Source: an optimization exercise on an open RTL-to-GDS flow (aim: small area). Production flows keep margins and buffers that such runs may drop.
Function was checked by simulation only, so behaviour that the tests miss may differ from the original.
Power and IR drop assume default switching activity.

run a:
Design BRANCH_PREDICTOR, start of the top module:
module BRANCH_PREDICTOR
    #(parameter DELAY = 7)
    (input clk,
    input reset,
    input stall,
    input [31:0] if_pc,
    input [31:0] if_instr,
    input [31:0] id_pc,
    input [31:0] alt_address,
    input is_link,
    input is_branch,
    input is_taken,
    output reg take,
    output reg flush,
    output [31:0] alt_pc);
    integer i;
    wire adv = ~stall;
    reg clr;
    always @(posedge clk or negedge reset)
        if (!reset) clr <= 1'b1;
        else        clr <= 1'b0;
    wire nclr  = ~clr;
    reg  [6:0] va;
    always @(posedge clk or negedge reset)
        if (!reset)   va <= 7'd0;
        else if (adv) va <= {1'b1, va[6:1]};
    wire v0 = va[0];
    reg  [41:0] ipc;
    always @(posedge clk)
        if (adv) ipc <= {if_pc[7:2], ipc[41:6]};
    wire [5:0] u_idx = ipc[5:0] & {6{v0}};
    reg  [14:0] ghr;
    reg  [6:0]  gbr;
    always @(posedge clk or negedge reset) begin
        if (!reset) begin
            ghr <= 15'd0;
            gbr <= 7'd0;
        end
        else if (adv) begin
            if (is_branch) ghr <= {is_taken, ghr[14:1]};
            gbr <= {is_branch, gbr[6:1]};
        end
    end
    wire [2:0] gnb = gbr[0] + gbr[1] + gbr[2] + gbr[3] + gbr[4] + gbr[5] + gbr[6];
    wire [14:0] gsh = ghr >> (3'd7 - gnb);
    wire [7:0] ghist = ghr[14:7];
    wire [7:0] gu    = gsh[7:0];
    reg  [255:0] GA, GB;
    wire g_pred = GA[ghist] & nclr;
    wire ga_u   = GA[gu] & nclr;
    wire gb_u   = GB[gu] & nclr;
    wire gna    = (ga_u & gb_u) | (ga_u & is_taken) | (gb_u & is_taken);
    wire gnb_   = (ga_u & ~gb_u) | (ga_u & is_taken) | (~gb_u & is_taken);
    wire [15:0] ghi = ((adv & is_branch) ? (16'd1 << gu[7:4]) : 16'd0) | {16{clr}};
    wire [15:0] glo = (16'd1 << gu[3:0]) | {16{clr}};
    wire        gw0 = adv & is_branch & (gu == 8'd0);
  ...
Settings: LEC_CHECK=0, CAP_MARGIN=20, CORE_MARGIN=2, CORE_UTILIZATION=50, PLACE_DENSITY=0.6, SLEW_MARGIN=20; clock period 12.0 ns.
standard.sh (not shown) runs the stock make flow with config.mk's settings and CLKGATE_MAP_FILE= SYNTH_SCRIPT=/design/flow/synth_recipe.tcl, a recipe that flattens the netlist after the stock synthesis.
==> flow/flow/run.sh <==
#!/bin/bash
# The standard layout (standard.sh, unchanged synthesis and steps), with one
# change in clock tree synthesis: no dummy loads, and larger sink clusters.
# make's full output goes to standard.log in this folder; ORFS keeps each
# step's own log under orfs/logs.
set -euo pipefail
export CTS_ARGS="-sink_clustering_enable -repair_clock_nets -dont_use_dummy_load -buf_list sky130_fd_sc_hd__clkbuf_16 -sink_clustering_size 28 -sink_clustering_max_diameter 60"
bash standard.sh > standard.log 2>&1
Here is what was changed in the inputs of run b compared with run a.
# run a
export LEC_CHECK = 0
export CAP_MARGIN = 20
export CORE_MARGIN = 2
export CORE_UTILIZATION = 50
export PLACE_DENSITY = 0.6
export SLEW_MARGIN = 20
create_clock -name core_clock -period 12.0 [get_ports {clk}]
# run b
export LEC_CHECK = 0
export CAP_MARGIN = 20
export CORE_MARGIN = 2
export CORE_UTILIZATION = 50
export CTS_CLUSTER_DIAMETER = 60
export CTS_CLUSTER_SIZE = 24
export PLACE_DENSITY = 0.6
export SLEW_MARGIN = 20
create_clock -name core_clock -period 12.0 [get_ports {clk}]
==> flow/run.sh (new file) <==
#!/bin/bash
# synth_recipe.tcl (not shown) runs the flow's synth.tcl, then flattens the netlist and writes it again
# the make line also repeats each setting of config.mk as NAME=value (left out here)
make -C /OpenROAD-flow-scripts/flow DESIGN_CONFIG=/design/flow/config.mk WORK_HOME=/design/flow/orfs CLKGATE_MAP_FILE= SYNTH_SCRIPT=/design/flow/synth_recipe.tcl finish
removed: flow/flow/run.sh
removed: flow/standard.sh
~same area of combinational cells with multiple inputs in run a and run b
Filler-free cell count of the finished design: lower on run a
Of run b and run a, it is run b that has the lower combinational power share.
On sequential share of layout area: run b sits below run a.

[port drivers added, routing unchanged]
The results above use ideal ports. As a check the final layouts listed here were re-extracted and re-timed, cells and wires unchanged.
Step 1, drivers: a clkbuf_16 drives clk and a buf_2 each remaining input, both assumed.
Step 2, shift: input delay + t, output delay - t, t = (earliest + latest rising clock arrival at the registers) / 2. This alone moves slack from input paths to output paths.
Slacks: ideal / step 1 / step 2; pairs: ideal / step 1.
run	t, ns	slack for setup (ns)	worst setup path at the end	worst slew at a driven data input, ns	pins driven straight from the clock port
run a	1.038	2.549 / 2.597 / 1.558	input to register	0.23	1
run b	1.071	2.635 / 2.684 / 1.613	input to register	0.24	1
After both steps setup and hold are still met in every run listed. For run b, which loses most, drivers alone change the setup slack by +0.049 ns; drivers and shift together by -1.022 ns.
